From an optimization exercise on the open Yosys and OpenROAD flow, aimed at small area; shortcuts taken in it are not production practice. In this exercise RTL edits were held to simulation tests only and were not proved equivalent to the original. The clock port is modelled as an ideal driver, which makes a skipped or thinned clock tree look cheaper than it is; a real chip needs a root buffer or a tree.

== job 7475 ==
## top
module top #(
    parameter PWM_INTERVAL = 1200        
)(
    input logic clk,
    input logic rst,
    output logic RGB_R,
    output logic RGB_G,
    output logic RGB_B
);
==> module top, before the edit <==
module top #(
    parameter PWM_INTERVAL = 1200        
)(
    input logic clk,
    input logic rst,
    output logic RGB_R,
    output logic RGB_G,
    output logic RGB_B
);
    logic [3:0] b;
    logic [6:0] A;
    logic [3:0] c;
    logic [6:0] H;
    logic [1:0] s;
    logic b0, b9, p_end, c_end, h_end;
    assign b0    = ~|b;
    assign b9    = b[3] & b[0];
    assign p_end = b9 & A[6] & A[5] & A[4] & A[3] & A[1] & A[0];    
    assign c_end = c[3] & c[0];                                      
    assign h_end = H[6] & H[5] & H[4] & H[3] & H[1];                 
    logic [7:0] ca, ch, cb, cc;
    assign cb[0] = 1'b1;
    assign ca[0] = b0;
    assign cc[0] = p_end;
    assign ch[0] = p_end & c_end;
    genvar i;
    generate
        for (i = 0; i < 7; i++) begin : g_inc7
            assign ca[i+1] = ca[i] & A[i];
            assign ch[i+1] = ch[i] & H[i];
        end
        for (i = 0; i < 4; i++) begin : g_inc4
            assign cb[i+1] = cb[i] & b[i];
            assign cc[i+1] = cc[i] & c[i];
        end
    endgenerate
    always_ff @(posedge clk) begin
        if (rst || b9)
            b <= 4'd0;
        else
            b <= b ^ cb[3:0];
        if (rst || p_end)
            A <= 7'd3;
        else
            A <= A ^ ca[6:0];
        if (rst || (p_end && c_end))
            c <= 4'd0;
        else
            c <= c ^ cc[3:0];
        if (rst || (ch[0] && h_end))
            H <= 7'd3;
        else
            H <= H ^ ch[6:0];
        if (rst || (ch[0] && h_end && s[1]))
            s <= 2'd0;
        else if (ch[0] && h_end)
            s <= {s[0], ~s[0]};
    end
    logic [7:0] gr, lf;
    assign gr[0] = 1'b0;
    assign lf[0] = 1'b0;
    generate
        for (i = 0; i < 7; i++) begin : g_cmp
            assign gr[i+1] = (A[i] & ~H[i]) | ((A[i] | ~H[i]) & gr[i]);
            assign lf[i+1] = (~H[i] & ~A[i]) | ((~H[i] | ~A[i]) & lf[i]);
        end
    endgenerate
    logic lit_rise, lit_fall, lit_zero;
    assign lit_rise = ~gr[7];
    assign lit_fall = lf[7];
    assign lit_zero = ~|A[6:2];      
    logic seg0;
    assign seg0  = ~(s[1] | s[0]);
    assign RGB_R = ~(lit_zero | (seg0 & lit_fall) | (s[1] & lit_rise));
    assign RGB_G = ~(lit_zero | (seg0 & lit_rise) | (s[0] & lit_fall));
    assign RGB_B = ~(lit_zero | (s[0] & lit_rise) | (s[1] & lit_fall));
endmodule
clock: 10.0 ns
lec_check: 0
cap_margin: 20
core_area: 2 2 68 68
die_area: 0 0 70 70
place_density: 0.95
slew_margin: 20
standard.sh (not shown) runs the stock make flow with config.mk's settings and CLKGATE_MAP_FILE= SYNTH_SCRIPT=/design/flow/synth_recipe.tcl, a recipe that flattens the netlist after the stock synthesis.
==> flow/flow/run.sh <==
#!/bin/bash
# Standard ORFS flow with these changes:
#  - synthesis: no adder-cell extraction, and ABC run with several
#    area-oriented scripts (flow/abc_*.abc, 4 at a time); the smallest
#    netlist is kept and the layout is made from it
#  - buf_1 port buffers
#  - a one-level clock tree built by flow/cts_pre.tcl in place of TritonCTS
set -uo pipefail
HERE=$PWD
export CLK_BUF=${CLK_BUF:-sky130_fd_sc_hd__buf_4}
export CLK_NBUF=${CLK_NBUF:-2}
try_one() {
  local s=$1 n
  n=$(basename $s .abc)
  MY_ABC_SCRIPT=$s make -C $FLOW_HOME DESIGN_CONFIG=$HERE/config.mk \
    WORK_HOME=$HERE/try/$n CLKGATE_MAP_FILE= SYNTH_SCRIPT=$HERE/flow/synth.tcl \
    ADDER_MAP_FILE= NUM_CORES=1 synth > $HERE/try_$n.log 2>&1
  a=$(grep "Chip area for module" $HERE/try/$n/reports/*/*/*/synth_stat.txt | awk '{print $NF}')
  echo "${a:-999999} $s"
}
export -f try_one
export HERE
ls $HERE/flow/abc_*.abc | xargs -P 4 -I{} bash -c 'try_one {}' | sort -n -k1 -s > $HERE/abc_choice.log
best=$(head -1 $HERE/abc_choice.log | awk '{print $2}')
echo "chosen $best" >> $HERE/abc_choice.log
rm -rf $HERE/try
export MY_ABC_SCRIPT=$best
bash standard.sh finish \
  SYNTH_SCRIPT=$HERE/flow/synth.tcl \
  ADDER_MAP_FILE= \
  BUFFER_PORTS_ARGS="-buffer_cell sky130_fd_sc_hd__buf_1" \
  PRE_CTS_TCL=$HERE/flow/cts_pre.tcl \
  > $HERE/flow_make.log 2>&1
Other scripts of this flow, unchanged in this note and not shown: flow/flow/abc_a7.abc, flow/flow/abc_b4.abc, flow/flow/abc_c2.abc, flow/flow/abc_d4.abc, flow/flow/abc_g_ds_d_am.abc, flow/flow/abc_g_ds_d_nfR.abc, flow/flow/abc_g_ds_df_am.abc, flow/flow/abc_g_ds_df_nf.abc, flow/flow/abc_g_ds_df_nfR.abc, flow/flow/abc_g_s2_df_nfR.abc, flow/flow/abc_g_s3_d_am.abc, flow/flow/abc_g_s3_d_nfR.abc, flow/flow/abc_g_s3_df_am.abc, flow/flow/abc_g_s3_df_nfR.abc, flow/flow/cts_pre.tcl, flow/flow/synth.tcl
Input changes introduced in job 9440 (baseline for comparison: job 7475):
--- a/flow/design.v
+++ b/flow/design.v
@@ -11,5 +11,7 @@
     logic [6:0] A;
     logic [3:0] c;
+    logic [6:0] Hn;    
     logic [6:0] H;
+    assign H = ~Hn;
     logic [1:0] s;
     logic b0, b9, p_end, c_end, h_end;
@@ -49,7 +51,7 @@
             c <= c ^ cc[3:0];
         if (rst || (ch[0] && h_end))
-            H <= 7'd3;
+            Hn <= ~(7'd3);
         else
-            H <= H ^ ch[6:0];
+            Hn <= ~(H ^ ch[6:0]);
         if (rst || (ch[0] && h_end && s[1]))
             s <= 2'd0;
Findings:
Cmp job 7475 and job 9440 / worst clock skew / higher: job 9440. Sequential share of cell area of job 7475 is on par with job 9440. | core utilization | job 9440 vs job 7475 | ≈ equal |. Area after synthesis: job 7475 vs job 9440, no meaningful difference. Job 7475 → job 9440: detailed-routed wire length on met3 went down; clock network latency to the later pin of the worst-skew pair essentially unchanged; proportion of synthesized flip-flops having asynchronous set or reset was more or less identical.
In every run of this note, the design's own scripts or RTL, not TritonCTS, make the clock network.

==> port drivers added, routing unchanged <==
How much do the figures lean on ideal ports? The routed layouts below were timed once more, with nothing changed but the port constraints.
Step 1 assumes that a clkbuf_16 drives the clock port and a buf_2 every other input.
Step 2 times the ports against the registers' clock, not the clock port: input delays grow and output delays shrink by t, the midpoint of the rising clock arrivals with the driver on.
a / b / c = no drivers / after step 1 / after step 2; a / b = the first two.
run | shift t [ns] | setup WS [ns] | worst hold slack (ns)
job 7475 | 0.168 | 6.108 / 6.082 / 6.250 | 0.494 / 0.494 / 0.494
job 9440 | 0.171 | 4.683 / 4.654 / 4.825 | 0.497 / 0.497 / 0.497
After both steps setup and hold are still met in every run listed.
